Background: an optimization exercise with open tools, aiming at small area, a short achievable clock period and few clock cycles. Do not read the settings as production practice. Function was not checked in any run shown here: the RTL went through the layout flow alone. No activity file was given, so power comes from the tool's default toggle rates.

`standard.sh`:
```
#!/bin/bash
# synth_recipe.tcl (not shown) runs the flow's synth.tcl, then flattens the netlist and writes it again
# the make line also repeats each setting of config.mk as NAME=value (left out here)
make -C /OpenROAD-flow-scripts/flow DESIGN_CONFIG=/design/flow/config.mk WORK_HOME=/design/flow/orfs CLKGATE_MAP_FILE= SYNTH_SCRIPT=/design/flow/synth_recipe.tcl "${@:-finish}"
```
`config.mk`:
```
export PLATFORM = sky130hd
export DESIGN_NAME = Bin2BCD
export DESIGN_NICKNAME = Bin2BCD
export VERILOG_FILES = /design/flow/design.v
export SDC_FILE = /design/flow/constraint.sdc
export NUM_CORES = 4
export LEC_CHECK = 0
export ABC_AREA = 1
export CAP_MARGIN = 20
export CORE_MARGIN = 2
export CORE_UTILIZATION = 40
export CTS_BUF_LIST = sky130_fd_sc_hd__clkbuf_4
export CTS_CLUSTER_DIAMETER = 100
export CTS_CLUSTER_SIZE = 30
export SETUP_SLACK_MARGIN = 0.3
export SLEW_MARGIN = 20
```
`constraint.sdc`:
```
create_clock -name core_clock -period 3.0 [get_ports {clk}]
set_input_delay 0.6000 -clock core_clock [delete_from_list [all_inputs] [get_ports {clk}]]
set_output_delay 0.6000 -clock core_clock [all_outputs]
set_load 0.01 [all_outputs]
```
`flow/run.sh`:
```
#!/bin/bash
set -euo pipefail
bash standard.sh synth > synth.log 2>&1
export BUFFER_PORTS_ARGS="-buffer_cell sky130_fd_sc_hd__buf_1"
export DONT_USE_CELLS="sky130_fd_sc_hd__clkdlybuf4s50_1 sky130_fd_sc_hd__clkdlybuf4s50_2 sky130_fd_sc_hd__clkdlybuf4s25_1 sky130_fd_sc_hd__clkdlybuf4s25_2 sky130_fd_sc_hd__clkdlybuf4s15_1 sky130_fd_sc_hd__clkdlybuf4s15_2 sky130_fd_sc_hd__clkdlybuf4s18_1 sky130_fd_sc_hd__clkdlybuf4s18_2 sky130_fd_sc_hd__dlymetal6s2s_1 sky130_fd_sc_hd__dlymetal6s4s_1 sky130_fd_sc_hd__dlymetal6s6s_1 sky130_fd_sc_hd__dlygate4sd1_1 sky130_fd_sc_hd__dlygate4sd2_1 sky130_fd_sc_hd__dlygate4sd3_1"
bash standard.sh > layout.log 2>&1
```
`design.v`:
```
module Bin2BCD(
    input clk,
    input rst,
    input en,
    input [11:0] bin_d_in,
    output [15:0] bcd_d_out,
    output rdy
    );
    wire [14:0] mid;
    wire p_new_n28, p_new_n29, p_new_n30, p_new_n31, p_new_n32, p_new_n33, p_new_n34, p_new_n35, p_new_n36, p_new_n37, p_new_n38, p_new_n39, p_new_n40, p_new_n41, p_new_n42, p_new_n43, p_new_n44, p_new_n45, p_new_n46, p_new_n47, p_new_n48, p_new_n49, p_new_n50, p_new_n51, p_new_n52, p_new_n53, p_new_n54, p_new_n55, p_new_n56, p_new_n57, p_new_n58, p_new_n59, p_new_n60, p_new_n61, p_new_n62, p_new_n63, p_new_n64, p_new_n65, p_new_n66, p_new_n67, p_new_n68, p_new_n69, p_new_n70, p_new_n71, p_new_n72, p_new_n73, p_new_n74, p_new_n75, p_new_n76, p_new_n77, p_new_n78, p_new_n79, p_new_n80, p_new_n81, p_new_n82, p_new_n83, p_new_n84, p_new_n85, p_new_n86, p_new_n87, p_new_n88, p_new_n89, p_new_n90, p_new_n91, p_new_n92, p_new_n93, p_new_n94, p_new_n95, p_new_n96, p_new_n97, p_new_n98, p_new_n99, p_new_n100, p_new_n101, p_new_n102, p_new_n103, p_new_n104, p_new_n106, p_new_n107, p_new_n109, p_new_n110, p_new_n111, p_new_n113, p_new_n115, p_new_n116, p_new_n117, p_new_n118, p_new_n119, p_new_n120, p_new_n121, p_new_n122, p_new_n123, p_new_n124, p_new_n125, p_new_n126, p_new_n127, p_new_n128, p_new_n129, p_new_n130, p_new_n131, p_new_n132, p_new_n133, p_new_n134, p_new_n135, p_new_n136, p_new_n137, p_new_n138, p_new_n139, p_new_n140, p_new_n141, p_new_n142, p_new_n143, p_new_n144, p_new_n145, p_new_n146, p_new_n147, p_new_n148, p_new_n149, p_new_n150, p_new_n151, p_new_n152, p_new_n153, p_new_n154, p_new_n155, p_new_n156, p_new_n157, p_new_n158, p_new_n159, p_new_n160, p_new_n161, p_new_n162, p_new_n163, p_new_n165, p_new_n167, p_new_n168, p_new_n169, p_new_n171, p_new_n173, p_new_n174, p_new_n175, p_new_n176, p_new_n177, p_new_n179, p_new_n182;
    assign p_new_n28 = bin_d_in[9] & ~bin_d_in[11];
    assign p_new_n29 = ~bin_d_in[9] & bin_d_in[11];
    assign p_new_n30 = bin_d_in[10] & ~p_new_n29;
    assign p_new_n31 = ~bin_d_in[8] & p_new_n30;
    assign p_new_n32 = p_new_n28 & p_new_n31;
    assign p_new_n33 = ~bin_d_in[10] & p_new_n29;
    assign p_new_n34 = bin_d_in[8] & ~p_new_n30;
    assign p_new_n35 = ~p_new_n33 & p_new_n34;
    assign p_new_n36 = ~bin_d_in[8] & p_new_n33;
    assign p_new_n37 = ~p_new_n32 & ~p_new_n36;
    assign p_new_n38 = ~p_new_n35 & p_new_n37;
    assign p_new_n39 = bin_d_in[8] & p_new_n33;
    assign p_new_n40 = ~bin_d_in[8] & ~p_new_n28;
    assign p_new_n41 = p_new_n30 & p_new_n40;
    assign p_new_n42 = ~p_new_n39 & ~p_new_n41;
    assign p_new_n43 = ~bin_d_in[7] & p_new_n42;
    assign p_new_n44 = p_new_n38 & p_new_n43;
    assign p_new_n45 = bin_d_in[10] & p_new_n29;
    assign p_new_n46 = ~p_new_n28 & ~p_new_n45;
    assign p_new_n47 = ~p_new_n31 & ~p_new_n46;
    assign p_new_n48 = ~p_new_n36 & ~p_new_n47;
    assign p_new_n49 = p_new_n42 & p_new_n48;
    assign p_new_n50 = bin_d_in[7] & p_new_n49;
    assign p_new_n51 = ~bin_d_in[7] & ~p_new_n49;
    assign p_new_n52 = ~p_new_n50 & ~p_new_n51;
    assign p_new_n53 = ~p_new_n44 & ~p_new_n52;
    assign p_new_n54 = ~bin_d_in[7] & ~p_new_n42;
    assign p_new_n55 = ~bin_d_in[7] & ~p_new_n48;
    assign p_new_n56 = ~p_new_n38 & ~p_new_n55;
    assign p_new_n57 = ~p_new_n54 & ~p_new_n56;
    assign p_new_n58 = ~bin_d_in[6] & ~p_new_n57;
    assign p_new_n59 = p_new_n53 & p_new_n58;
    assign p_new_n60 = bin_d_in[7] & ~p_new_n42;
    assign p_new_n61 = p_new_n38 & p_new_n55;
    assign p_new_n62 = ~p_new_n60 & ~p_new_n61;
    assign p_new_n63 = bin_d_in[6] & ~p_new_n62;
    assign p_new_n64 = bin_d_in[6] & p_new_n57;
    assign p_new_n65 = p_new_n62 & ~p_new_n64;
    assign p_new_n66 = ~p_new_n63 & ~p_new_n65;
    assign p_new_n67 = ~p_new_n59 & ~p_new_n66;
    assign p_new_n68 = ~bin_d_in[6] & ~p_new_n62;
    assign p_new_n69 = p_new_n53 & ~p_new_n58;
    assign p_new_n70 = ~p_new_n68 & ~p_new_n69;
    assign p_new_n71 = ~bin_d_in[5] & ~p_new_n70;
    assign p_new_n72 = ~p_new_n67 & p_new_n71;
    assign p_new_n73 = ~bin_d_in[6] & ~p_new_n53;
    assign p_new_n74 = ~p_new_n57 & p_new_n73;
    assign p_new_n75 = ~p_new_n63 & ~p_new_n74;
    assign p_new_n76 = bin_d_in[5] & ~p_new_n75;
    assign p_new_n77 = bin_d_in[5] & p_new_n70;
    assign p_new_n78 = p_new_n75 & ~p_new_n77;
    assign p_new_n79 = ~p_new_n76 & ~p_new_n78;
    assign p_new_n80 = ~p_new_n72 & ~p_new_n79;
    assign p_new_n81 = ~bin_d_in[5] & ~p_new_n75;
    assign p_new_n82 = ~p_new_n67 & ~p_new_n71;
    assign p_new_n83 = ~p_new_n81 & ~p_new_n82;
    assign p_new_n84 = ~bin_d_in[4] & ~p_new_n83;
    assign p_new_n85 = ~p_new_n80 & p_new_n84;
    assign p_new_n86 = p_new_n67 & p_new_n71;
    assign p_new_n87 = ~p_new_n76 & ~p_new_n86;
    assign p_new_n88 = ~bin_d_in[4] & p_new_n87;
    assign p_new_n89 = p_new_n83 & p_new_n87;
    assign p_new_n90 = bin_d_in[4] & ~p_new_n89;
    assign p_new_n91 = ~p_new_n88 & ~p_new_n90;
    assign p_new_n92 = ~p_new_n85 & ~p_new_n91;
    assign p_new_n93 = ~bin_d_in[4] & ~p_new_n87;
    assign p_new_n94 = ~p_new_n80 & ~p_new_n84;
    assign p_new_n95 = ~p_new_n93 & ~p_new_n94;
    assign p_new_n96 = ~bin_d_in[3] & ~p_new_n95;
    assign p_new_n97 = ~p_new_n92 & p_new_n96;
    assign p_new_n98 = bin_d_in[4] & ~p_new_n87;
    assign p_new_n99 = p_new_n80 & p_new_n84;
    assign p_new_n100 = ~p_new_n98 & ~p_new_n99;
    assign p_new_n101 = ~bin_d_in[3] & p_new_n100;
    assign p_new_n102 = p_new_n95 & p_new_n100;
    assign p_new_n103 = bin_d_in[3] & ~p_new_n102;
    assign p_new_n104 = ~p_new_n101 & ~p_new_n103;
    assign mid[3] = p_new_n97 | p_new_n104;
    assign p_new_n106 = ~bin_d_in[3] & ~p_new_n100;
    assign p_new_n107 = ~p_new_n92 & ~p_new_n96;
    assign mid[4] = p_new_n106 | p_new_n107;
    assign p_new_n109 = bin_d_in[3] & ~p_new_n100;
    assign p_new_n110 = ~bin_d_in[3] & p_new_n92;
    assign p_new_n111 = ~p_new_n95 & p_new_n110;
    assign mid[5] = p_new_n109 | p_new_n111;
    assign p_new_n113 = ~p_new_n95 & ~p_new_n110;
    assign mid[6] = ~p_new_n100 | p_new_n113;
    assign p_new_n115 = ~bin_d_in[5] & p_new_n67;
    assign p_new_n116 = ~p_new_n70 & ~p_new_n115;
    assign p_new_n117 = p_new_n75 & ~p_new_n116;
    assign p_new_n118 = ~p_new_n57 & ~p_new_n73;
    assign p_new_n119 = p_new_n62 & ~p_new_n118;
    assign p_new_n120 = p_new_n30 & ~p_new_n40;
    assign p_new_n121 = ~bin_d_in[9] & ~bin_d_in[10];
    assign p_new_n122 = bin_d_in[11] & ~p_new_n121;
    assign p_new_n123 = ~p_new_n120 & p_new_n122;
    assign p_new_n124 = ~p_new_n44 & ~p_new_n49;
    assign p_new_n125 = p_new_n123 & ~p_new_n124;
    assign p_new_n126 = p_new_n119 & p_new_n125;
    assign p_new_n127 = ~p_new_n122 & ~p_new_n124;
    assign p_new_n128 = ~p_new_n123 & ~p_new_n127;
    assign p_new_n129 = ~p_new_n33 & ~p_new_n120;
    assign p_new_n130 = ~p_new_n122 & ~p_new_n129;
    assign p_new_n131 = p_new_n119 & p_new_n130;
    assign p_new_n132 = p_new_n128 & ~p_new_n131;
    assign p_new_n133 = ~p_new_n126 & ~p_new_n132;
    assign p_new_n134 = p_new_n117 & ~p_new_n133;
    assign p_new_n135 = p_new_n124 & ~p_new_n129;
    assign p_new_n136 = ~p_new_n125 & ~p_new_n135;
    assign p_new_n137 = p_new_n119 & p_new_n136;
    assign p_new_n138 = ~p_new_n125 & ~p_new_n130;
    assign p_new_n139 = ~p_new_n119 & ~p_new_n138;
    assign p_new_n140 = ~p_new_n137 & ~p_new_n139;
    assign p_new_n141 = p_new_n134 & p_new_n140;
    assign p_new_n142 = ~p_new_n119 & p_new_n125;
    assign p_new_n143 = p_new_n119 & ~p_new_n128;
    assign p_new_n144 = p_new_n130 & p_new_n143;
    assign p_new_n145 = ~p_new_n142 & ~p_new_n144;
    assign p_new_n146 = ~p_new_n117 & ~p_new_n145;
    assign p_new_n147 = ~p_new_n117 & p_new_n133;
    assign p_new_n148 = p_new_n145 & ~p_new_n147;
    assign p_new_n149 = ~p_new_n146 & ~p_new_n148;
    assign p_new_n150 = ~p_new_n141 & ~p_new_n149;
    assign p_new_n151 = p_new_n80 & p_new_n88;
    assign p_new_n152 = ~p_new_n89 & ~p_new_n151;
    assign p_new_n153 = p_new_n117 & ~p_new_n145;
    assign p_new_n154 = ~p_new_n134 & p_new_n140;
    assign p_new_n155 = ~p_new_n153 & ~p_new_n154;
    assign p_new_n156 = ~p_new_n152 & ~p_new_n155;
    assign p_new_n157 = ~p_new_n150 & p_new_n156;
    assign p_new_n158 = p_new_n134 & ~p_new_n140;
    assign p_new_n159 = ~p_new_n146 & ~p_new_n158;
    assign p_new_n160 = ~p_new_n152 & ~p_new_n159;
    assign p_new_n161 = p_new_n152 & p_new_n155;
    assign p_new_n162 = p_new_n159 & p_new_n161;
    assign p_new_n163 = ~p_new_n157 & ~p_new_n160;
    assign mid[7] = p_new_n162 | ~p_new_n163;
    assign p_new_n165 = ~p_new_n150 & ~p_new_n156;
    assign mid[8] = p_new_n160 | p_new_n165;
    assign p_new_n167 = p_new_n152 & ~p_new_n159;
    assign p_new_n168 = p_new_n150 & ~p_new_n152;
    assign p_new_n169 = ~p_new_n155 & p_new_n168;
    assign mid[9] = p_new_n167 | p_new_n169;
    assign p_new_n171 = ~p_new_n155 & ~p_new_n168;
    assign mid[10] = ~p_new_n159 | p_new_n171;
    assign p_new_n173 = ~p_new_n124 & p_new_n129;
    assign p_new_n174 = p_new_n122 & ~p_new_n173;
    assign p_new_n175 = p_new_n117 & ~p_new_n140;
    assign p_new_n176 = ~p_new_n133 & ~p_new_n175;
    assign p_new_n177 = p_new_n145 & ~p_new_n176;
    assign mid[11] = ~p_new_n174 & ~p_new_n177;
    assign p_new_n179 = ~p_new_n125 & p_new_n143;
    assign mid[12] = ~p_new_n138 & ~p_new_n179;
    assign mid[13] = p_new_n174 & p_new_n177;
    assign p_new_n182 = p_new_n177 & ~mid[12];
    assign mid[14] = p_new_n174 & ~p_new_n182;
    assign mid[0] = bin_d_in[0];
    assign mid[1] = bin_d_in[1];
    assign mid[2] = bin_d_in[2];
    reg [14:0] mid_q;
    reg        rdy_q;
    always @(posedge clk) begin
        if (en) mid_q <= mid;
        rdy_q <= en & ~rst;
    end
    wire q_new_n33, q_new_n34, q_new_n35, q_new_n36, q_new_n37, q_new_n38, q_new_n39, q_new_n40, q_new_n41, q_new_n42, q_new_n43, q_new_n44, q_new_n46, q_new_n47, q_new_n48, q_new_n50, q_new_n51, q_new_n53, q_new_n54, q_new_n56, q_new_n57, q_new_n58, q_new_n59, q_new_n60, q_new_n61, q_new_n62, q_new_n63, q_new_n64, q_new_n65, q_new_n66, q_new_n67, q_new_n68, q_new_n69, q_new_n70, q_new_n71, q_new_n73, q_new_n75, q_new_n76, q_new_n77, q_new_n78, q_new_n80, q_new_n81, q_new_n83, q_new_n84, q_new_n85, q_new_n86, q_new_n87, q_new_n88, q_new_n89, q_new_n90, q_new_n91, q_new_n92, q_new_n93, q_new_n94, q_new_n96, q_new_n97, q_new_n98, q_new_n100, q_new_n101, q_new_n103, q_new_n104, q_new_n106;
    assign q_new_n33 = ~mid_q[2] & mid_q[4];
    assign q_new_n34 = ~mid_q[3] & q_new_n33;
    assign q_new_n35 = mid_q[2] & mid_q[5];
    assign q_new_n36 = ~q_new_n34 & ~q_new_n35;
    assign q_new_n37 = mid_q[3] & q_new_n33;
    assign q_new_n38 = mid_q[2] & ~mid_q[4];
    assign q_new_n39 = ~mid_q[5] & ~q_new_n38;
    assign q_new_n40 = ~q_new_n35 & ~q_new_n39;
    assign q_new_n41 = ~q_new_n37 & ~q_new_n40;
    assign q_new_n42 = ~mid_q[1] & q_new_n41;
    assign q_new_n43 = q_new_n36 & ~q_new_n42;
    assign q_new_n44 = ~mid_q[1] & ~mid_q[3];
    assign bcd_d_out[3] = ~q_new_n43 & ~q_new_n44;
    assign q_new_n46 = mid_q[3] & ~q_new_n33;
    assign q_new_n47 = ~bcd_d_out[3] & q_new_n46;
    assign q_new_n48 = ~mid_q[5] & ~q_new_n34;
    assign bcd_d_out[4] = q_new_n47 | ~q_new_n48;
    assign q_new_n50 = ~mid_q[1] & bcd_d_out[4];
    assign q_new_n51 = mid_q[1] & ~bcd_d_out[4];
    assign bcd_d_out[1] = q_new_n50 | q_new_n51;
    assign q_new_n53 = ~q_new_n41 & ~q_new_n50;
    assign q_new_n54 = ~mid_q[1] & ~q_new_n36;
    assign bcd_d_out[2] = q_new_n53 | q_new_n54;
    assign q_new_n56 = mid_q[4] & ~q_new_n34;
    assign q_new_n57 = ~mid_q[5] & ~q_new_n56;
    assign q_new_n58 = mid_q[6] & ~mid_q[8];
    assign q_new_n59 = mid_q[7] & q_new_n58;
    assign q_new_n60 = ~mid_q[6] & ~mid_q[7];
    assign q_new_n61 = mid_q[8] & q_new_n60;
    assign q_new_n62 = ~mid_q[9] & ~q_new_n61;
    assign q_new_n63 = ~q_new_n59 & q_new_n62;
    assign q_new_n64 = q_new_n57 & ~q_new_n63;
    assign q_new_n65 = ~mid_q[9] & q_new_n58;
    assign q_new_n66 = mid_q[8] & ~q_new_n60;
    assign q_new_n67 = ~mid_q[9] & ~q_new_n66;
    assign q_new_n68 = ~mid_q[6] & ~q_new_n67;
    assign q_new_n69 = ~q_new_n65 & ~q_new_n68;
    assign q_new_n70 = mid_q[7] & q_new_n69;
    assign q_new_n71 = ~q_new_n57 & q_new_n70;
    assign bcd_d_out[8] = ~q_new_n63 | q_new_n71;
    assign q_new_n73 = ~q_new_n57 & ~bcd_d_out[8];
    assign bcd_d_out[5] = q_new_n64 | q_new_n73;
    assign q_new_n75 = ~q_new_n64 & q_new_n69;
    assign q_new_n76 = ~mid_q[6] & ~q_new_n61;
    assign q_new_n77 = ~q_new_n62 & ~q_new_n76;
    assign q_new_n78 = q_new_n64 & ~q_new_n77;
    assign bcd_d_out[6] = ~q_new_n75 & ~q_new_n78;
    assign q_new_n80 = q_new_n57 & ~q_new_n70;
    assign q_new_n81 = ~q_new_n57 & ~q_new_n77;
    assign bcd_d_out[7] = ~q_new_n80 & ~q_new_n81;
    assign q_new_n83 = ~mid_q[11] & q_new_n67;
    assign q_new_n84 = ~mid_q[10] & mid_q[12];
    assign q_new_n85 = mid_q[11] & q_new_n84;
    assign q_new_n86 = mid_q[10] & mid_q[13];
    assign q_new_n87 = mid_q[10] & ~mid_q[12];
    assign q_new_n88 = ~mid_q[13] & ~q_new_n87;
    assign q_new_n89 = ~q_new_n86 & ~q_new_n88;
    assign q_new_n90 = ~q_new_n85 & ~q_new_n89;
    assign q_new_n91 = q_new_n67 & q_new_n90;
    assign q_new_n92 = ~mid_q[11] & q_new_n84;
    assign q_new_n93 = ~q_new_n86 & ~q_new_n92;
    assign q_new_n94 = ~q_new_n91 & q_new_n93;
    assign bcd_d_out[11] = ~q_new_n83 & ~q_new_n94;
    assign q_new_n96 = mid_q[11] & ~q_new_n84;
    assign q_new_n97 = ~bcd_d_out[11] & q_new_n96;
    assign q_new_n98 = ~mid_q[13] & ~q_new_n92;
    assign bcd_d_out[12] = q_new_n97 | ~q_new_n98;
    assign q_new_n100 = q_new_n67 & bcd_d_out[12];
    assign q_new_n101 = ~q_new_n67 & ~bcd_d_out[12];
    assign bcd_d_out[9] = q_new_n100 | q_new_n101;
    assign q_new_n103 = q_new_n90 & ~q_new_n100;
    assign q_new_n104 = q_new_n94 & q_new_n100;
    assign bcd_d_out[10] = ~q_new_n103 & ~q_new_n104;
    assign q_new_n106 = mid_q[12] & ~q_new_n92;
    assign bcd_d_out[13] = mid_q[13] | q_new_n106;
    assign bcd_d_out[15] = 1'b0;
    assign bcd_d_out[0] = mid_q[0];
    assign bcd_d_out[14] = mid_q[14];
    assign rdy = rdy_q;
endmodule
```
==> impl_metrics.env, run 1 <==
export IMPL_h_tree_depth=1
export IMPL_tightest_slew_ns=0.813
export IMPL_intPower_mw=0.511
export IMPL_dr_pass1_iters=4
export IMPL_synth_edff_count=15
export IMPL_route_detailed_drc=0
export IMPL_antenna_cells=0
export IMPL_port_buffers=30
export IMPL_total_power_mw=0.918
export IMPL_antenna_found_initial=0
export IMPL_placed_cell_area_um2=1800
export IMPL_finalCritPeriodShare_pct=83.0
export IMPL_drtIter0Drc=35
export IMPL_gp_congestion=0.860
export IMPL_synth_most_common_cell="nand2_1"
export IMPL_rsz0062_at_grt="no"
export IMPL_pwr_share_clk_pct=12.1
export IMPL_synth_common_cells="nand2_1, inv_1, nor2_1"
export IMPL_cp_max_fo=3
export IMPL_post_cts_resized=0
export IMPL_die_h_um=68.2
export IMPL_yosysWarnings=1
export IMPL_coreArea_um2=3970
export IMPL_synth_avg_cell_area_um2=5.99
export IMPL_grt_pass1_wl_um=5100
export IMPL_worstPathArrival_ns=1.89
export IMPL_grt_max_degree=17
export IMPL_nets=324
export IMPL_utilization_pct=46.2
export IMPL_synth_cell_types=24
export IMPL_outcome="finished clean"
export IMPL_switching_share_pct=44.3
export IMPL_die_area_um2=4650
export IMPL_vias=1637
export IMPL_path_class="flip-flop to primary output"
export IMPL_netlist_area_leader_share_pct=27.3
export IMPL_fmax_ghz=0.402
export IMPL_start_util_pct=41.5
export IMPL_clock_sinks=16
export IMPL_slew_violations=0
export IMPL_start_kind="flip-flop"
export IMPL_ys_seq_area_share_pct=28.5
export IMPL_cellPowerDensity_nw_per_um2=500
export IMPL_layout_drive_gt1_share_pct=11.4
export IMPL_final_cell_area_um2=1840
export IMPL_period_minus_slack_ns=2.49
export IMPL_syn_inst=275
export IMPL_cts_hold_buf=0
export IMPL_grt_pass1_vias=1360
export IMPL_area_growth_pct=11.4
export IMPL_ys_seq_elements=16
export IMPL_post_drt_wl_per_cell_um=8.21
export IMPL_synthFlopType="edfxtp_1"
export IMPL_crit_required_ns=2.40
export IMPL_root_buffer="clkbuf_4"
export IMPL_combinationalPowerShare_pct=53.4
export IMPL_dpl_hpwl_um=2470
export IMPL_grt_remaining_overflow=0
export IMPL_ant_nets=0
export IMPL_grt_total_usage_pct=13.7
export IMPL_clk_pin_slew_ns=0.09
export IMPL_power_switching_mw=0.407
export IMPL_seqPwrFrac_pct=34.5
export IMPL_tritoncts="built"
export IMPL_clk_path_buf_depth=2
export IMPL_end_kind="primary output"
export IMPL_hp_class="input pin to flip-flop"
export IMPL_cts_buffers=3
export IMPL_ir_worst_vdd_uv=145
export IMPL_vias_per_cell=4.60
export IMPL_finalHoldViolations=0
export IMPL_netlist_area_um2=1650
export IMPL_setup_tns_ns=0
export IMPL_setup_violations=0
export IMPL_maxCapViolCount=0
export IMPL_synth_area_top_cells="edfxtp_1, nand2_1, inv_1, nand3_1, nor2_1"
export IMPL_die_w_um=68.2
export IMPL_wl_um=2920
export IMPL_pin_count=32
export IMPL_synth_top_area_cell="edfxtp_1"
export IMPL_maxSlewHeadroom_pct=45.8
export IMPL_syn_num_nets=292
export IMPL_synthArstFlopShare_pct=0
export IMPL_cts_setup_buffers=0
export IMPL_leakagePower_nw=0.988
export IMPL_core_rowCount=23
==> final timing paths <==
| path | startpoint | end | slack (ns) | cells after the start |
|---|---|---|---|---|
| min | rst | rdy_q | 0.46 | 2 |
| max | mid_q[6] | bcd_d_out[10] | 0.51 | 9 |
==> critical path: stages (launching register included) <==
cell,delay [ns]
edfxtp_1,0.39
nor2_1,0.07
o21ai_1,0.16
inv_1,0.11
a21oi_2,0.18
nand3_1,0.09
nand3_1,0.10
ha_1,0.16
mux2i_1,0.17
buf_1,0.16
==> layout by cell type (no fill, tap or decap) <==
cell / instances
a21oi_1: 9
nand4_1: 4
mux2i_1: 1
inv_2: 5
clkbuf_2: 1
dfxtp_1: 1
nand3_1: 24
conb_1: 1
nand3_2: 1
a22oi_1: 2
nand2_2: 13
o22ai_1: 2
a21oi_2: 4
nand2_1: 85
ha_1: 2
buf_1: 29
o21ai_1: 7
inv_1: 49
nand2_4: 1
edfxtp_1: 15
nor2_4: 1
o21ai_2: 2
clkbuf_4: 3
clkinv_1: 1
o21ai_0: 9
nor2_2: 4
nor2_1: 30
==> per-stage QoR <==
| step | hold WS, ns | setup WS [ns] | instances |
|---|---|---|---|
| after global routing | 0.463 | 0.317 | 356 |
| after CTS | 0.448 | 0.353 | 356 |
| after floorplan | 0.671 | 0.738 | 275 |
| final | 0.459 | 0.510 | 356 |
| after global placement | 0.754 | 0.361 | 352 |
| after detailed placement | 0.761 | 0.352 | 352 |
==> power groups by stage <==
stage	sequential (mW)	combinational (mW)	clock, mW
after detailed placement	0.323	0.486	0
after global routing	0.323	0.579	0.123
final	0.317	0.490	0.111
after global placement	0.324	0.486	0
after CTS	0.318	0.488	0.117
after floorplan	0.318	0.378	0
==> final cells by class <==
cell class                      count  area, um2
Fill cell                         429       2140
Multi-Input combinational cell    202        960
Sequential cell                    16        470
Inverter                           54        203
Timing Repair Buffer               30        114
Tap cell                           50       62.6
Clock buffer                        3       22.5
Clock inverter                      1       3.75
==> cells by family (layout without fill, tap and decap cells) <==
logic type      count (synthesis)  in the layout  share of synthesized area (%)
other cells                     1              1                          0.228
flops                          16             16                           28.5
simple gates                  163            163                           43.4
fa+ha+maj                       2              2                           1.52
compound gates                 35             35                           12.0
buf+inv                        57             88                           13.7
mux                             1              1                          0.607
==> state kept, by name, indices dropped and copies added, names as in the netlist <==
register and cells:
mid_q 15, rdy_q 1
==> routing by layer <==
metal	GRT usage, %	vias to the layer above	share of wire [%]
li1	-	925	-
met1	17.4	693	51
met2	24.4	17	46
met3	0.493	2	2.1
met4	5.25	0	0.89
met5	0	-	0
==> run 2: changes to the inputs <==
--- a/design.v
+++ b/design.v
@@ -173,82 +173,88 @@
         if (en) mid_q <= mid;
         rdy_q <= en & ~rst;
     end
-    wire q_new_n33, q_new_n34, q_new_n35, q_new_n36, q_new_n37, q_new_n38, q_new_n39, q_new_n40, q_new_n41, q_new_n42, q_new_n43, q_new_n44, q_new_n46, q_new_n47, q_new_n48, q_new_n50, q_new_n51, q_new_n53, q_new_n54, q_new_n56, q_new_n57, q_new_n58, q_new_n59, q_new_n60, q_new_n61, q_new_n62, q_new_n63, q_new_n64, q_new_n65, q_new_n66, q_new_n67, q_new_n68, q_new_n69, q_new_n70, q_new_n71, q_new_n73, q_new_n75, q_new_n76, q_new_n77, q_new_n78, q_new_n80, q_new_n81, q_new_n83, q_new_n84, q_new_n85, q_new_n86, q_new_n87, q_new_n88, q_new_n89, q_new_n90, q_new_n91, q_new_n92, q_new_n93, q_new_n94, q_new_n96, q_new_n97, q_new_n98, q_new_n100, q_new_n101, q_new_n103, q_new_n104, q_new_n106;
-    assign q_new_n33 = ~mid_q[2] & mid_q[4];
-    assign q_new_n34 = ~mid_q[3] & q_new_n33;
-    assign q_new_n35 = mid_q[2] & mid_q[5];
-    assign q_new_n36 = ~q_new_n34 & ~q_new_n35;
-    assign q_new_n37 = mid_q[3] & q_new_n33;
-    assign q_new_n38 = mid_q[2] & ~mid_q[4];
-    assign q_new_n39 = ~mid_q[5] & ~q_new_n38;
-    assign q_new_n40 = ~q_new_n35 & ~q_new_n39;
-    assign q_new_n41 = ~q_new_n37 & ~q_new_n40;
-    assign q_new_n42 = ~mid_q[1] & q_new_n41;
-    assign q_new_n43 = q_new_n36 & ~q_new_n42;
-    assign q_new_n44 = ~mid_q[1] & ~mid_q[3];
-    assign bcd_d_out[3] = ~q_new_n43 & ~q_new_n44;
-    assign q_new_n46 = mid_q[3] & ~q_new_n33;
-    assign q_new_n47 = ~bcd_d_out[3] & q_new_n46;
-    assign q_new_n48 = ~mid_q[5] & ~q_new_n34;
-    assign bcd_d_out[4] = q_new_n47 | ~q_new_n48;
-    assign q_new_n50 = ~mid_q[1] & bcd_d_out[4];
-    assign q_new_n51 = mid_q[1] & ~bcd_d_out[4];
-    assign bcd_d_out[1] = q_new_n50 | q_new_n51;
-    assign q_new_n53 = ~q_new_n41 & ~q_new_n50;
-    assign q_new_n54 = ~mid_q[1] & ~q_new_n36;
-    assign bcd_d_out[2] = q_new_n53 | q_new_n54;
-    assign q_new_n56 = mid_q[4] & ~q_new_n34;
-    assign q_new_n57 = ~mid_q[5] & ~q_new_n56;
-    assign q_new_n58 = mid_q[6] & ~mid_q[8];
-    assign q_new_n59 = mid_q[7] & q_new_n58;
-    assign q_new_n60 = ~mid_q[6] & ~mid_q[7];
-    assign q_new_n61 = mid_q[8] & q_new_n60;
-    assign q_new_n62 = ~mid_q[9] & ~q_new_n61;
-    assign q_new_n63 = ~q_new_n59 & q_new_n62;
-    assign q_new_n64 = q_new_n57 & ~q_new_n63;
-    assign q_new_n65 = ~mid_q[9] & q_new_n58;
-    assign q_new_n66 = mid_q[8] & ~q_new_n60;
-    assign q_new_n67 = ~mid_q[9] & ~q_new_n66;
-    assign q_new_n68 = ~mid_q[6] & ~q_new_n67;
-    assign q_new_n69 = ~q_new_n65 & ~q_new_n68;
-    assign q_new_n70 = mid_q[7] & q_new_n69;
-    assign q_new_n71 = ~q_new_n57 & q_new_n70;
-    assign bcd_d_out[8] = ~q_new_n63 | q_new_n71;
-    assign q_new_n73 = ~q_new_n57 & ~bcd_d_out[8];
-    assign bcd_d_out[5] = q_new_n64 | q_new_n73;
-    assign q_new_n75 = ~q_new_n64 & q_new_n69;
-    assign q_new_n76 = ~mid_q[6] & ~q_new_n61;
-    assign q_new_n77 = ~q_new_n62 & ~q_new_n76;
-    assign q_new_n78 = q_new_n64 & ~q_new_n77;
-    assign bcd_d_out[6] = ~q_new_n75 & ~q_new_n78;
-    assign q_new_n80 = q_new_n57 & ~q_new_n70;
-    assign q_new_n81 = ~q_new_n57 & ~q_new_n77;
-    assign bcd_d_out[7] = ~q_new_n80 & ~q_new_n81;
-    assign q_new_n83 = ~mid_q[11] & q_new_n67;
-    assign q_new_n84 = ~mid_q[10] & mid_q[12];
-    assign q_new_n85 = mid_q[11] & q_new_n84;
-    assign q_new_n86 = mid_q[10] & mid_q[13];
-    assign q_new_n87 = mid_q[10] & ~mid_q[12];
-    assign q_new_n88 = ~mid_q[13] & ~q_new_n87;
-    assign q_new_n89 = ~q_new_n86 & ~q_new_n88;
-    assign q_new_n90 = ~q_new_n85 & ~q_new_n89;
-    assign q_new_n91 = q_new_n67 & q_new_n90;
-    assign q_new_n92 = ~mid_q[11] & q_new_n84;
-    assign q_new_n93 = ~q_new_n86 & ~q_new_n92;
-    assign q_new_n94 = ~q_new_n91 & q_new_n93;
-    assign bcd_d_out[11] = ~q_new_n83 & ~q_new_n94;
-    assign q_new_n96 = mid_q[11] & ~q_new_n84;
-    assign q_new_n97 = ~bcd_d_out[11] & q_new_n96;
-    assign q_new_n98 = ~mid_q[13] & ~q_new_n92;
-    assign bcd_d_out[12] = q_new_n97 | ~q_new_n98;
-    assign q_new_n100 = q_new_n67 & bcd_d_out[12];
-    assign q_new_n101 = ~q_new_n67 & ~bcd_d_out[12];
-    assign bcd_d_out[9] = q_new_n100 | q_new_n101;
-    assign q_new_n103 = q_new_n90 & ~q_new_n100;
-    assign q_new_n104 = q_new_n94 & q_new_n100;
-    assign bcd_d_out[10] = ~q_new_n103 & ~q_new_n104;
-    assign q_new_n106 = mid_q[12] & ~q_new_n92;
-    assign bcd_d_out[13] = mid_q[13] | q_new_n106;
+    wire q_new_n33, q_new_n34, q_new_n35, q_new_n36, q_new_n37, q_new_n38, q_new_n39, q_new_n40, q_new_n41, q_new_n42, q_new_n43, q_new_n44, q_new_n45, q_new_n46, q_new_n47, q_new_n49, q_new_n50, q_new_n51, q_new_n52, q_new_n54, q_new_n56, q_new_n58, q_new_n59, q_new_n60, q_new_n61, q_new_n62, q_new_n63, q_new_n64, q_new_n65, q_new_n66, q_new_n67, q_new_n68, q_new_n69, q_new_n70, q_new_n71, q_new_n72, q_new_n73, q_new_n74, q_new_n76, q_new_n77, q_new_n78, q_new_n79, q_new_n81, q_new_n83, q_new_n85, q_new_n86, q_new_n87, q_new_n88, q_new_n89, q_new_n90, q_new_n91, q_new_n92, q_new_n93, q_new_n94, q_new_n95, q_new_n96, q_new_n97, q_new_n98, q_new_n99, q_new_n100, q_new_n101, q_new_n103, q_new_n104, q_new_n105, q_new_n106, q_new_n108, q_new_n110, q_new_n112;
+    assign q_new_n33 = mid_q[2] & mid_q[5];
+    assign q_new_n34 = ~mid_q[2] & mid_q[4];
+    assign q_new_n35 = ~mid_q[3] & q_new_n34;
+    assign q_new_n36 = ~q_new_n33 & ~q_new_n35;
+    assign q_new_n37 = mid_q[3] & ~q_new_n34;
+    assign q_new_n38 = ~mid_q[2] & mid_q[5];
+    assign q_new_n39 = ~q_new_n37 & ~q_new_n38;
+    assign q_new_n40 = ~mid_q[1] & ~q_new_n39;
+    assign q_new_n41 = mid_q[3] & q_new_n34;
+    assign q_new_n42 = mid_q[2] & ~mid_q[4];
+    assign q_new_n43 = ~mid_q[5] & q_new_n42;
+    assign q_new_n44 = ~q_new_n38 & ~q_new_n43;
+    assign q_new_n45 = ~q_new_n41 & q_new_n44;
+    assign q_new_n46 = q_new_n40 & q_new_n45;
+    assign q_new_n47 = ~q_new_n39 & ~q_new_n46;
+    assign bcd_d_out[4] = ~q_new_n36 | q_new_n47;
+    assign q_new_n49 = mid_q[1] & ~bcd_d_out[4];
+    assign q_new_n50 = q_new_n40 & ~q_new_n45;
+    assign q_new_n51 = ~mid_q[1] & ~q_new_n36;
+    assign q_new_n52 = ~q_new_n50 & ~q_new_n51;
+    assign bcd_d_out[1] = q_new_n49 | ~q_new_n52;
+    assign q_new_n54 = ~q_new_n40 & ~q_new_n45;
+    assign bcd_d_out[2] = q_new_n51 | q_new_n54;
+    assign q_new_n56 = mid_q[1] & ~q_new_n36;
+    assign bcd_d_out[3] = q_new_n46 | q_new_n56;
+    assign q_new_n58 = mid_q[4] & ~q_new_n35;
+    assign q_new_n59 = ~mid_q[5] & ~q_new_n58;
+    assign q_new_n60 = mid_q[6] & mid_q[9];
+    assign q_new_n61 = ~mid_q[6] & mid_q[8];
+    assign q_new_n62 = ~mid_q[7] & q_new_n61;
+    assign q_new_n63 = ~q_new_n60 & ~q_new_n62;
+    assign q_new_n64 = mid_q[7] & ~q_new_n61;
+    assign q_new_n65 = ~mid_q[6] & mid_q[9];
+    assign q_new_n66 = ~q_new_n64 & ~q_new_n65;
+    assign q_new_n67 = q_new_n59 & ~q_new_n66;
+    assign q_new_n68 = mid_q[7] & q_new_n61;
+    assign q_new_n69 = mid_q[6] & ~mid_q[8];
+    assign q_new_n70 = ~mid_q[9] & q_new_n69;
+    assign q_new_n71 = ~q_new_n65 & ~q_new_n70;
+    assign q_new_n72 = ~q_new_n68 & q_new_n71;
+    assign q_new_n73 = q_new_n67 & q_new_n72;
+    assign q_new_n74 = ~q_new_n66 & ~q_new_n73;
+    assign bcd_d_out[8] = ~q_new_n63 | q_new_n74;
+    assign q_new_n76 = ~q_new_n59 & ~bcd_d_out[8];
+    assign q_new_n77 = q_new_n67 & ~q_new_n72;
+    assign q_new_n78 = q_new_n59 & ~q_new_n63;
+    assign q_new_n79 = ~q_new_n77 & ~q_new_n78;
+    assign bcd_d_out[5] = q_new_n76 | ~q_new_n79;
+    assign q_new_n81 = ~q_new_n67 & ~q_new_n72;
+    assign bcd_d_out[6] = q_new_n78 | q_new_n81;
+    assign q_new_n83 = ~q_new_n59 & ~q_new_n63;
+    assign bcd_d_out[7] = q_new_n73 | q_new_n83;
+    assign q_new_n85 = mid_q[8] & ~q_new_n62;
+    assign q_new_n86 = ~mid_q[9] & ~q_new_n85;
+    assign q_new_n87 = mid_q[10] & mid_q[13];
+    assign q_new_n88 = ~mid_q[10] & mid_q[12];
+    assign q_new_n89 = ~mid_q[11] & q_new_n88;
+    assign q_new_n90 = ~q_new_n87 & ~q_new_n89;
+    assign q_new_n91 = mid_q[11] & ~q_new_n88;
+    assign q_new_n92 = ~mid_q[10] & mid_q[13];
+    assign q_new_n93 = ~q_new_n91 & ~q_new_n92;
+    assign q_new_n94 = q_new_n86 & ~q_new_n93;
+    assign q_new_n95 = mid_q[11] & q_new_n88;
+    assign q_new_n96 = mid_q[10] & ~mid_q[12];
+    assign q_new_n97 = ~mid_q[13] & q_new_n96;
+    assign q_new_n98 = ~q_new_n92 & ~q_new_n97;
+    assign q_new_n99 = ~q_new_n95 & q_new_n98;
+    assign q_new_n100 = q_new_n94 & q_new_n99;
+    assign q_new_n101 = ~q_new_n93 & ~q_new_n100;
+    assign bcd_d_out[12] = ~q_new_n90 | q_new_n101;
+    assign q_new_n103 = ~q_new_n86 & ~bcd_d_out[12];
+    assign q_new_n104 = q_new_n94 & ~q_new_n99;
+    assign q_new_n105 = q_new_n86 & ~q_new_n90;
+    assign q_new_n106 = ~q_new_n104 & ~q_new_n105;
+    assign bcd_d_out[9] = q_new_n103 | ~q_new_n106;
+    assign q_new_n108 = ~q_new_n94 & ~q_new_n99;
+    assign bcd_d_out[10] = q_new_n105 | q_new_n108;
+    assign q_new_n110 = ~q_new_n86 & ~q_new_n90;
+    assign bcd_d_out[11] = q_new_n100 | q_new_n110;
+    assign q_new_n112 = mid_q[12] & ~q_new_n89;
+    assign bcd_d_out[13] = mid_q[13] | q_new_n112;
     assign bcd_d_out[15] = 1'b0;
     assign bcd_d_out[0] = mid_q[0];
     assign bcd_d_out[14] = mid_q[14];
==> impl_metrics.env, run 2 <==
export IMPL_cts_hold_buf=0
export IMPL_synth_edff_count=15
export IMPL_worst_slack_ns=0.548
export IMPL_top_layer="met4"
export IMPL_dr_pass1_iters=4
export IMPL_setup_tns_ns=0
export IMPL_utilization_pct=46.6
export IMPL_grt_pass1_wl_um=5510
export IMPL_seqPwrFrac_pct=33.1
export IMPL_cts_setup_buffers=0
export IMPL_cp_max_fo=6
export IMPL_crit_end="mid_q[8]"
export IMPL_netlist_area_um2=1710
export IMPL_multi_input_area_um2=1010
export IMPL_antenna_found_initial=0
export IMPL_nets=331
export IMPL_synth_common_cells="nand2_1, inv_1, nor2_1"
export IMPL_start_util_pct=42.2
export IMPL_synth_most_common_cell="nand2_1"
export IMPL_root_buffer="clkbuf_4"
export IMPL_maxSlewHeadroom_pct=45.5
export IMPL_antenna_cells=0
export IMPL_drtIter0Drc=39
export IMPL_grt_max_degree=17
export IMPL_final_common_cell="nand2_1"
export IMPL_syn_inst=284
export IMPL_fin_cells=365
export IMPL_period_minus_slack_ns=2.45
export IMPL_switching_share_pct=45.4
export IMPL_grt_pass1_vias=1431
export IMPL_synth_top_area_cell="edfxtp_1"
export IMPL_crit_required_ns=3.04
export IMPL_tightest_slew_ns=0.818
export IMPL_intPower_mw=0.522
export IMPL_vias_per_cell=4.77
export IMPL_netlist_area_leader_share_pct=26.3
export IMPL_vias=1741
export IMPL_finalCritPeriodShare_pct=81.7
export IMPL_pin_count=32
export IMPL_layout_drive_gt1_share_pct=12.4
export IMPL_grt_remaining_overflow=0
export IMPL_dpl_hpwl_um=2670
export IMPL_setup_violations=0
export IMPL_end_kind="flip-flop"
export IMPL_hp_class="input pin to flip-flop"
export IMPL_power_switching_mw=0.433
export IMPL_clk_pin_slew_ns=0.09
export IMPL_slew_violations=0
export IMPL_slowest_stage="buf_1"
export IMPL_max_stage_delay_ns=0.21
export IMPL_wl_met1_um=1470
export IMPL_final_cell_area_um2=1890
export IMPL_fmax_ghz=0.408
export IMPL_regArea_um2=470
export IMPL_tritoncts="built"
export IMPL_ys_seq_elements=16
export IMPL_path_class="input pin to flip-flop"
export IMPL_syn_num_nets=299
export IMPL_wl_met3_um=83
export IMPL_ys_seq_area_share_pct=27.5
export IMPL_h_tree_depth=1
export IMPL_maxCapViolCount=0
export IMPL_clk_path_buf_depth=2
export IMPL_synth_area_top_cells="edfxtp_1, nand2_1, inv_1, nand3_1, nand2_2"
export IMPL_synth_avg_cell_area_um2=6.02
export IMPL_ant_nets=0
export IMPL_top_register="mid_q"
export IMPL_placed_cell_area_um2=1860
export IMPL_path_buf_inv=2
export IMPL_cp_num_cells=20
export IMPL_gp_congestion=0.815
export IMPL_synthFlopType="edfxtp_1"
export IMPL_path_cells="buf_1 > nor2_2 > nand2_1 > inv_2 > nand2_2 > nand2_4 > nor2_1 > nor2_1 > nor2_2 > nand2_2 > nand2_4 > nor2_2 > nand2_1 > nand2_1 > nor2_2 > nand2_2 > nand2_2 > nand2_2 > nand2_1 > nand2_1"
export IMPL_start_kind="input pin"
export IMPL_ir_worst_vdd_uv=135
export IMPL_die_area_um2=4810
export IMPL_wl_um=3110
export IMPL_outcome="finished clean"
export IMPL_route_detailed_drc=0
export IMPL_rsz0062_at_grt="no"
export IMPL_crit_family="simple AND/OR/NAND/NOR gates"
export IMPL_layout_common_cells="nand2_1, inv_1, buf_1, nor2_1, nand3_1"
export IMPL_largest_register_ffs=15
export IMPL_area_growth_pct=10.5
export IMPL_die_w_um=69.4
export IMPL_coreArea_um2=4060
export IMPL_clock_sinks=16
export IMPL_worstPathArrival_ns=2.50
export IMPL_combinationalPowerShare_pct=55.4
export IMPL_grt_total_usage_pct=13.2
export IMPL_die_h_um=69.4
export IMPL_dp_slack_ns=0.247
export IMPL_place_inst=361
export IMPL_cellPowerDensity_nw_per_um2=505
export IMPL_finalHoldViolations=0
export IMPL_leakagePower_nw=0.988
export IMPL_post_drt_wl_per_cell_um=8.51
export IMPL_yosysWarnings=1
export IMPL_cts_buffers=3
export IMPL_biggestRegsByFlops="mid_q: 15 flops, rdy_q: 1 flops"
export IMPL_crit_start="bin_d_in[10]"
export IMPL_wl_met2_um=1530
export IMPL_core_rowCount=23
export IMPL_n_fill_cell=447
export IMPL_port_buffers=30
export IMPL_pwr_share_clk_pct=11.6
export IMPL_synthArstFlopShare_pct=0
export IMPL_synth_cell_types=27
[run 2: layout make-up]
cell class	instances	share of cell area, %
Clock buffer	3	1.19
Inverter	55	11.0
Tap cell	50	3.31
Multi-Input combinational cell	210	53.4
Timing Repair Buffer	30	6.02
Sequential cell	16	24.9
Clock inverter	1	0.199
[run 2: what timing repair did]
action	in CTS	in global routing
gates resized for setup	0	1
endpoints found under the setup margin	0	5
hold endpoints to repair	0	0
[run 2: metrics by stage]
stage | power [mW] | hold slack [ns]
after floorplan | 0.730 | 0.671
after global placement | 0.848 | 0.752
after detailed placement | 0.853 | 0.771
after CTS | 0.966 | 0.460
after global routing | 1.06 | 0.463
final | 0.955 | 0.472
[run 2: worst min-delay path by stage]
stage | startpoint | endpoint | cells after the start
2_1_floorplan | rst | rdy_q | 1
3_3_place_gp | rst | rdy_q | 2
3_5_place_dp | bin_d_in[2] | mid_q[2] | 1
4_1_cts | rst | rdy_q | 2
5_1_grt | rst | rdy_q | 2
6_report | rst | rdy_q | 2
[run 2: logic make-up after synthesis]
| kind of cell | after synthesis | synth area share, % |
|---|---|---|
| simple gates | 167 | 44.1 |
| buf+inv | 58 | 13.5 |
| compound gates | 42 | 14.7 |
| flops | 16 | 27.5 |
| other cells | 1 | 0.219 |
[run 2: per-layer routing]
metal | GRT usage, % | vias to the layer above
met5 | 0 | -
met4 | 4.58 | 0
met3 | 1.45 | 2
met2 | 23.8 | 27
met1 | 16.2 | 751
li1 | - | 961
[run 2: power by group through the flow]
stage / clock network [mW] / logic (mW) / registers, mW
2_1_floorplan: 0 / 0.413 / 0.317
3_3_place_gp: 0 / 0.527 / 0.320
3_5_place_dp: 0 / 0.531 / 0.322
4_1_cts: 0.116 / 0.533 / 0.317
5_1_grt: 0.128 / 0.613 / 0.321
6_report: 0.110 / 0.529 / 0.316
==> run 3: changes to the inputs <==
--- a/design.v
+++ b/design.v
@@ -167,96 +167,95 @@
     assign mid[0] = bin_d_in[0];
     assign mid[1] = bin_d_in[1];
     assign mid[2] = bin_d_in[2];
-    reg [14:0] mid_q;
+    reg [14:0] mid_q;    
     reg        rdy_q;
     always @(posedge clk) begin
-        if (en) mid_q <= mid;
+        if (en) mid_q <= ~mid;
         rdy_q <= en & ~rst;
     end
-    wire q_new_n33, q_new_n34, q_new_n35, q_new_n36, q_new_n37, q_new_n38, q_new_n39, q_new_n40, q_new_n41, q_new_n42, q_new_n43, q_new_n44, q_new_n45, q_new_n46, q_new_n47, q_new_n49, q_new_n50, q_new_n51, q_new_n52, q_new_n54, q_new_n56, q_new_n58, q_new_n59, q_new_n60, q_new_n61, q_new_n62, q_new_n63, q_new_n64, q_new_n65, q_new_n66, q_new_n67, q_new_n68, q_new_n69, q_new_n70, q_new_n71, q_new_n72, q_new_n73, q_new_n74, q_new_n76, q_new_n77, q_new_n78, q_new_n79, q_new_n81, q_new_n83, q_new_n85, q_new_n86, q_new_n87, q_new_n88, q_new_n89, q_new_n90, q_new_n91, q_new_n92, q_new_n93, q_new_n94, q_new_n95, q_new_n96, q_new_n97, q_new_n98, q_new_n99, q_new_n100, q_new_n101, q_new_n103, q_new_n104, q_new_n105, q_new_n106, q_new_n108, q_new_n110, q_new_n112;
-    assign q_new_n33 = mid_q[2] & mid_q[5];
-    assign q_new_n34 = ~mid_q[2] & mid_q[4];
-    assign q_new_n35 = ~mid_q[3] & q_new_n34;
+    wire [14:0] mid_n = ~mid_q;
+    wire q_new_n33, q_new_n34, q_new_n35, q_new_n36, q_new_n37, q_new_n38, q_new_n39, q_new_n40, q_new_n41, q_new_n42, q_new_n43, q_new_n44, q_new_n45, q_new_n46, q_new_n47, q_new_n49, q_new_n50, q_new_n51, q_new_n52, q_new_n54, q_new_n56, q_new_n58, q_new_n59, q_new_n60, q_new_n61, q_new_n62, q_new_n63, q_new_n64, q_new_n65, q_new_n66, q_new_n67, q_new_n68, q_new_n69, q_new_n70, q_new_n71, q_new_n72, q_new_n73, q_new_n74, q_new_n76, q_new_n77, q_new_n79, q_new_n80, q_new_n82, q_new_n84, q_new_n85, q_new_n86, q_new_n87, q_new_n88, q_new_n89, q_new_n90, q_new_n91, q_new_n92, q_new_n93, q_new_n94, q_new_n95, q_new_n96, q_new_n97, q_new_n98, q_new_n99, q_new_n100, q_new_n102, q_new_n103, q_new_n105, q_new_n106, q_new_n108, q_new_n110;
+    assign q_new_n33 = mid_n[2] & mid_n[5];
+    assign q_new_n34 = ~mid_n[2] & mid_n[4];
+    assign q_new_n35 = ~mid_n[3] & q_new_n34;
     assign q_new_n36 = ~q_new_n33 & ~q_new_n35;
-    assign q_new_n37 = mid_q[3] & ~q_new_n34;
-    assign q_new_n38 = ~mid_q[2] & mid_q[5];
+    assign q_new_n37 = ~mid_n[2] & mid_n[5];
+    assign q_new_n38 = mid_n[3] & ~q_new_n34;
     assign q_new_n39 = ~q_new_n37 & ~q_new_n38;
-    assign q_new_n40 = ~mid_q[1] & ~q_new_n39;
-    assign q_new_n41 = mid_q[3] & q_new_n34;
-    assign q_new_n42 = mid_q[2] & ~mid_q[4];
-    assign q_new_n43 = ~mid_q[5] & q_new_n42;
-    assign q_new_n44 = ~q_new_n38 & ~q_new_n43;
-    assign q_new_n45 = ~q_new_n41 & q_new_n44;
+    assign q_new_n40 = ~mid_n[1] & ~q_new_n39;
+    assign q_new_n41 = mid_n[2] & ~mid_n[4];
+    assign q_new_n42 = ~mid_n[5] & q_new_n41;
+    assign q_new_n43 = mid_n[3] & q_new_n34;
+    assign q_new_n44 = ~q_new_n37 & ~q_new_n43;
+    assign q_new_n45 = ~q_new_n42 & q_new_n44;
     assign q_new_n46 = q_new_n40 & q_new_n45;
     assign q_new_n47 = ~q_new_n39 & ~q_new_n46;
     assign bcd_d_out[4] = ~q_new_n36 | q_new_n47;
-    assign q_new_n49 = mid_q[1] & ~bcd_d_out[4];
+    assign q_new_n49 = mid_n[1] & ~bcd_d_out[4];
     assign q_new_n50 = q_new_n40 & ~q_new_n45;
-    assign q_new_n51 = ~mid_q[1] & ~q_new_n36;
+    assign q_new_n51 = ~mid_n[1] & ~q_new_n36;
     assign q_new_n52 = ~q_new_n50 & ~q_new_n51;
     assign bcd_d_out[1] = q_new_n49 | ~q_new_n52;
     assign q_new_n54 = ~q_new_n40 & ~q_new_n45;
     assign bcd_d_out[2] = q_new_n51 | q_new_n54;
-    assign q_new_n56 = mid_q[1] & ~q_new_n36;
+    assign q_new_n56 = mid_n[1] & ~q_new_n36;
     assign bcd_d_out[3] = q_new_n46 | q_new_n56;
-    assign q_new_n58 = mid_q[4] & ~q_new_n35;
-    assign q_new_n59 = ~mid_q[5] & ~q_new_n58;
-    assign q_new_n60 = mid_q[6] & mid_q[9];
-    assign q_new_n61 = ~mid_q[6] & mid_q[8];
-    assign q_new_n62 = ~mid_q[7] & q_new_n61;
+    assign q_new_n58 = mid_n[4] & ~q_new_n35;
+    assign q_new_n59 = ~mid_n[5] & ~q_new_n58;
+    assign q_new_n60 = mid_n[6] & mid_n[9];
+    assign q_new_n61 = ~mid_n[6] & mid_n[8];
+    assign q_new_n62 = ~mid_n[7] & q_new_n61;
     assign q_new_n63 = ~q_new_n60 & ~q_new_n62;
-    assign q_new_n64 = mid_q[7] & ~q_new_n61;
-    assign q_new_n65 = ~mid_q[6] & mid_q[9];
+    assign q_new_n64 = ~mid_n[6] & mid_n[9];
+    assign q_new_n65 = mid_n[7] & ~q_new_n61;
     assign q_new_n66 = ~q_new_n64 & ~q_new_n65;
     assign q_new_n67 = q_new_n59 & ~q_new_n66;
-    assign q_new_n68 = mid_q[7] & q_new_n61;
-    assign q_new_n69 = mid_q[6] & ~mid_q[8];
-    assign q_new_n70 = ~mid_q[9] & q_new_n69;
-    assign q_new_n71 = ~q_new_n65 & ~q_new_n70;
-    assign q_new_n72 = ~q_new_n68 & q_new_n71;
+    assign q_new_n68 = mid_n[6] & ~mid_n[8];
+    assign q_new_n69 = ~mid_n[9] & q_new_n68;
+    assign q_new_n70 = mid_n[7] & q_new_n61;
+    assign q_new_n71 = ~q_new_n64 & ~q_new_n70;
+    assign q_new_n72 = ~q_new_n69 & q_new_n71;
     assign q_new_n73 = q_new_n67 & q_new_n72;
     assign q_new_n74 = ~q_new_n66 & ~q_new_n73;
     assign bcd_d_out[8] = ~q_new_n63 | q_new_n74;
-    assign q_new_n76 = ~q_new_n59 & ~bcd_d_out[8];
-    assign q_new_n77 = q_new_n67 & ~q_new_n72;
-    assign q_new_n78 = q_new_n59 & ~q_new_n63;
-    assign q_new_n79 = ~q_new_n77 & ~q_new_n78;
-    assign bcd_d_out[5] = q_new_n76 | ~q_new_n79;
-    assign q_new_n81 = ~q_new_n67 & ~q_new_n72;
-    assign bcd_d_out[6] = q_new_n78 | q_new_n81;
-    assign q_new_n83 = ~q_new_n59 & ~q_new_n63;
-    assign bcd_d_out[7] = q_new_n73 | q_new_n83;
-    assign q_new_n85 = mid_q[8] & ~q_new_n62;
-    assign q_new_n86 = ~mid_q[9] & ~q_new_n85;
-    assign q_new_n87 = mid_q[10] & mid_q[13];
-    assign q_new_n88 = ~mid_q[10] & mid_q[12];
-    assign q_new_n89 = ~mid_q[11] & q_new_n88;
-    assign q_new_n90 = ~q_new_n87 & ~q_new_n89;
-    assign q_new_n91 = mid_q[11] & ~q_new_n88;
-    assign q_new_n92 = ~mid_q[10] & mid_q[13];
-    assign q_new_n93 = ~q_new_n91 & ~q_new_n92;
-    assign q_new_n94 = q_new_n86 & ~q_new_n93;
-    assign q_new_n95 = mid_q[11] & q_new_n88;
-    assign q_new_n96 = mid_q[10] & ~mid_q[12];
-    assign q_new_n97 = ~mid_q[13] & q_new_n96;
-    assign q_new_n98 = ~q_new_n92 & ~q_new_n97;
-    assign q_new_n99 = ~q_new_n95 & q_new_n98;
-    assign q_new_n100 = q_new_n94 & q_new_n99;
-    assign q_new_n101 = ~q_new_n93 & ~q_new_n100;
-    assign bcd_d_out[12] = ~q_new_n90 | q_new_n101;
-    assign q_new_n103 = ~q_new_n86 & ~bcd_d_out[12];
-    assign q_new_n104 = q_new_n94 & ~q_new_n99;
-    assign q_new_n105 = q_new_n86 & ~q_new_n90;
-    assign q_new_n106 = ~q_new_n104 & ~q_new_n105;
-    assign bcd_d_out[9] = q_new_n103 | ~q_new_n106;
-    assign q_new_n108 = ~q_new_n94 & ~q_new_n99;
-    assign bcd_d_out[10] = q_new_n105 | q_new_n108;
-    assign q_new_n110 = ~q_new_n86 & ~q_new_n90;
-    assign bcd_d_out[11] = q_new_n100 | q_new_n110;
-    assign q_new_n112 = mid_q[12] & ~q_new_n89;
-    assign bcd_d_out[13] = mid_q[13] | q_new_n112;
+    assign q_new_n76 = q_new_n59 & bcd_d_out[8];
+    assign q_new_n77 = ~q_new_n59 & ~bcd_d_out[8];
+    assign bcd_d_out[5] = q_new_n76 | q_new_n77;
+    assign q_new_n79 = q_new_n59 & ~q_new_n63;
+    assign q_new_n80 = ~q_new_n67 & ~q_new_n72;
+    assign bcd_d_out[6] = q_new_n79 | q_new_n80;
+    assign q_new_n82 = ~q_new_n59 & ~q_new_n63;
+    assign bcd_d_out[7] = q_new_n73 | q_new_n82;
+    assign q_new_n84 = mid_n[8] & ~q_new_n62;
+    assign q_new_n85 = ~mid_n[9] & ~q_new_n84;
+    assign q_new_n86 = mid_n[10] & mid_n[13];
+    assign q_new_n87 = ~mid_n[10] & mid_n[12];
+    assign q_new_n88 = ~mid_n[11] & q_new_n87;
+    assign q_new_n89 = ~q_new_n86 & ~q_new_n88;
+    assign q_new_n90 = ~mid_n[10] & mid_n[13];
+    assign q_new_n91 = mid_n[11] & ~q_new_n87;
+    assign q_new_n92 = ~q_new_n90 & ~q_new_n91;
+    assign q_new_n93 = q_new_n85 & ~q_new_n92;
+    assign q_new_n94 = mid_n[10] & ~mid_n[12];
+    assign q_new_n95 = ~mid_n[13] & q_new_n94;
+    assign q_new_n96 = mid_n[11] & q_new_n87;
+    assign q_new_n97 = ~q_new_n90 & ~q_new_n96;
+    assign q_new_n98 = ~q_new_n95 & q_new_n97;
+    assign q_new_n99 = q_new_n93 & q_new_n98;
+    assign q_new_n100 = ~q_new_n92 & ~q_new_n99;
+    assign bcd_d_out[12] = ~q_new_n89 | q_new_n100;
+    assign q_new_n102 = q_new_n85 & bcd_d_out[12];
+    assign q_new_n103 = ~q_new_n85 & ~bcd_d_out[12];
+    assign bcd_d_out[9] = q_new_n102 | q_new_n103;
+    assign q_new_n105 = q_new_n85 & ~q_new_n89;
+    assign q_new_n106 = ~q_new_n93 & ~q_new_n98;
+    assign bcd_d_out[10] = q_new_n105 | q_new_n106;
+    assign q_new_n108 = ~q_new_n85 & ~q_new_n89;
+    assign bcd_d_out[11] = q_new_n99 | q_new_n108;
+    assign q_new_n110 = mid_n[12] & ~q_new_n88;
+    assign bcd_d_out[13] = mid_n[13] | q_new_n110;
     assign bcd_d_out[15] = 1'b0;
-    assign bcd_d_out[0] = mid_q[0];
-    assign bcd_d_out[14] = mid_q[14];
+    assign bcd_d_out[0] = mid_n[0];
+    assign bcd_d_out[14] = mid_n[14];
     assign rdy = rdy_q;
 endmodule
==> impl_metrics.env, run 3 <==
export IMPL_outcome="finished clean"
export IMPL_grt_remaining_overflow=0
export IMPL_setup_violations=0
export IMPL_cts_buffers=3
export IMPL_start_kind="flip-flop"
export IMPL_synthArstFlopShare_pct=0
export IMPL_finalHoldViolations=0
export IMPL_area_growth_pct=14.9
export IMPL_drtIter0Drc=55
export IMPL_coreArea_um2=4000
export IMPL_dr_pass1_iters=4
export IMPL_antenna_cells=0
export IMPL_h_tree_depth=1
export IMPL_pwr_share_clk_pct=12.0
export IMPL_grt_max_degree=17
export IMPL_tightest_slew_ns=0.785
export IMPL_layout_common_cells="nand2_1, inv_1, nand3_1, buf_1, nor2_1"
export IMPL_grt_pass1_vias=1301
export IMPL_vias_per_cell=4.72
export IMPL_root_buffer="clkbuf_4"
export IMPL_core_rowCount=23
export IMPL_port_buffers=30
export IMPL_start_util_pct=41.3
export IMPL_vias=1684
export IMPL_combinationalPowerShare_pct=55.4
export IMPL_utilization_pct=47.5
export IMPL_n_fill_cell=438
export IMPL_route_detailed_drc=0
export IMPL_path_cells="inv_1 > nor2_2 > nand2_1 > nand2_1 > nand2_1 > inv_1 > nand2_1 > or2_2 > nand2_1 > nand2_1 > xor2_1 > clkbuf_2"
export IMPL_leakagePower_nw=0.965
export IMPL_wl_um=3000
export IMPL_ir_worst_vdd_uv=142
export IMPL_hp_class="input pin to flip-flop"
export IMPL_cellPowerDensity_nw_per_um2=520
export IMPL_cp_common_cell="nand2_1"
export IMPL_top_register="mid_q"
export IMPL_synth_most_common_cell="nand2_1"
export IMPL_slew_violations=0
export IMPL_synth_avg_cell_area_um2=6.05
export IMPL_die_w_um=68.3
export IMPL_tritoncts="built"
export IMPL_whs_ns=0.474
export IMPL_pin_count=32
export IMPL_worstPathArrival_ns=1.93
export IMPL_dpl_hpwl_um=2510
export IMPL_die_area_um2=4660
export IMPL_synthFlopType="edfxtp_1"
export IMPL_clk_path_buf_depth=2
export IMPL_synth_cell_types=30
export IMPL_ys_seq_area_share_pct=28.5
export IMPL_grt_total_usage_pct=12.9
export IMPL_path_class="flip-flop to primary output"
export IMPL_placed_cell_area_um2=1820
export IMPL_yosysWarnings=1
export IMPL_slowest_stage="edfxtp_1"
export IMPL_whs_endpoint="rdy_q"
export IMPL_intPower_mw=0.554
export IMPL_maxSlewHeadroom_pct=47.7
export IMPL_netlist_area_um2=1650
export IMPL_synth_edff_count=15
export IMPL_clk_pin_slew_ns=0.08
export IMPL_clock_sinks=16
export IMPL_biggestRegsByFlops="mid_q: 15 flops, rdy_q: 1 flops"
export IMPL_gp_congestion=0.780
export IMPL_antenna_found_initial=0
export IMPL_ys_seq_elements=16
export IMPL_fmax_ghz=0.396
export IMPL_grt_pass1_wl_um=4880
export IMPL_period_minus_slack_ns=2.53
export IMPL_final_cell_area_um2=1900
export IMPL_die_h_um=68.3
export IMPL_seqPwrFrac_pct=32.7
export IMPL_power_switching_mw=0.432
export IMPL_nets=323
export IMPL_setup_tns_ns=0
export IMPL_largest_register_ffs=15
export IMPL_rsz0062_at_grt="yes"
export IMPL_synth_area_top_cells="edfxtp_1, nand2_1, inv_1, nand3_1, nor2_1"
export IMPL_cp_max_fo=4
export IMPL_maxCapViolCount=0
export IMPL_final_common_cell="nand2_1"
export IMPL_holdPathStages=2
export IMPL_ant_nets=0
export IMPL_syn_num_nets=288
export IMPL_layout_drive_gt1_share_pct=15.0
export IMPL_hold_start="rst"
export IMPL_crit_required_ns=2.40
export IMPL_synth_common_cells="nand2_1, inv_1, nand3_1"
export IMPL_end_kind="primary output"
export IMPL_post_drt_wl_per_cell_um=8.39
export IMPL_syn_inst=273
export IMPL_synth_top_area_cell="edfxtp_1"
export IMPL_netlist_area_leader_share_pct=27.3
export IMPL_finalCritPeriodShare_pct=84.3
export IMPL_max_stage_delay_ns=0.35
export IMPL_switching_share_pct=43.8
==> run 3: cell types whose count changed after synthesis, moves of 3 or more <==
cell     change
nand3_1      +5
o21ai_0      -5
nor2_2       -3
nand2_2      -4
nand4_1      +5
o21ai_1      -4
inv_1        -5
or2_2        +3
==> run 3: critical path: cells and delay by family (launching register included) <==
family | cells | cell delay, ns
buf+inv | 3 | 0.31
simple gates | 8 | 0.87
xor+xnor | 1 | 0.13
flops | 1 | 0.35
==> run 3: how the worst max path moves through the flow <==
stage                  from      endpoint  cells past startpoint
6_report           mid_q[6]  bcd_d_out[9]                     12
3_5_place_dp    bin_d_in[9]      mid_q[7]                     16
4_1_cts            mid_q[2]  bcd_d_out[5]                     12
2_1_floorplan   bin_d_in[9]      mid_q[7]                     16
5_1_grt            mid_q[6]  bcd_d_out[9]                     12
3_3_place_gp   bin_d_in[11]      mid_q[7]                     16
==> run 3: logic make-up (layout without fill, tap and decap cells) <==
group,Yosys count,after routing,share of synthesized area [%]
and+or+nand+nor,167,167,45.1
buffers and inverters,52,86,12.0
AOI/OAI and AO/OA,35,35,13.1
DFF,16,16,28.5
xor gates and xnor gates,2,2,1.06
other,1,1,0.227
==> run 3: final cells by class <==
cell class | count | area, um2 | share of cell area (%)
Clock buffer | 4 | 30.0 | 1.58
Inverter | 51 | 191 | 10.1
Multi-Input combinational cell | 205 | 1020 | 53.6
Sequential cell | 16 | 470 | 24.8
Tap cell | 50 | 62.6 | 3.30
Timing Repair Buffer | 31 | 126 | 6.66
==> run 3: per-layer routing <==
layer  GRT usage, %  vias up  wire length, um
met5              0        -                0
met4           3.00        0               16
met3          0.493        2               78
met2           23.1       24             1390
met1           17.3      707             1510
li1               -      951                -
==> run 3: through the flow <==
step	setup WS [ns]	instances	power, mW
3_3_place_gp	0.173	352	0.842
6_report	0.472	357	0.986
3_5_place_dp	0.183	352	0.849
4_1_cts	0.342	356	0.967
2_1_floorplan	0.647	273	0.722
5_1_grt	0.273	357	1.10
==> run 3: power groups by stage <==
stage                     logic, mW  clock network, mW  registers, mW
final                         0.546              0.118          0.322
after global routing          0.636              0.133          0.327
after CTS                     0.523              0.123          0.321
after detailed placement      0.523                  0          0.326
after global placement        0.516                  0          0.326
after floorplan               0.401                  0          0.320
==> run 3: repair_timing <==
| action | in CTS | in global routing |
|---|---|---|
| setup endpoints to repair | 0 | 10 |
| setup buffers | 0 | 1 |
| hold buffers | 0 | 0 |
| resized for setup | 0 | 18 |

## port drivers added, routing unchanged
No port has a modelled driver above. Below, the same layouts with a new extraction and two added sets of constraints.
Step 1 sets driving cells, clkbuf_16 on the clock port and buf_2 on the other inputs (assumed; they add their load-dependent delay and slew).
Step 2 also shifts input and output timing later by t, the mid clock arrival at the registers, as if the neighbouring blocks saw the same clock.
Slacks: ideal ports / drivers / drivers and shift; pairs: ideal ports / drivers.
| run | t, ns | slack for setup (ns) | hold WS [ns] | worst slew at a driven data input, ns | cell pins on the clock port's net |
|---|---|---|---|---|---|
| run 1 | 0.297 | 0.510 / 0.490 / 0.336 | 0.459 / 0.465 / 0.762 | 0.03 | 1 |
| run 2 | 0.295 | 0.548 / 0.546 / 0.251 | 0.472 / 0.475 / 0.770 | 0.03 | 1 |
| run 3 | 0.286 | 0.472 / 0.453 / 0.216 | 0.474 / 0.479 / 0.765 | 0.03 | 1 |
After both steps setup and hold are still met in every run listed. The setup slack of run 2, which loses most, moves by -0.002 ns with the drivers and by -0.297 ns with both steps.
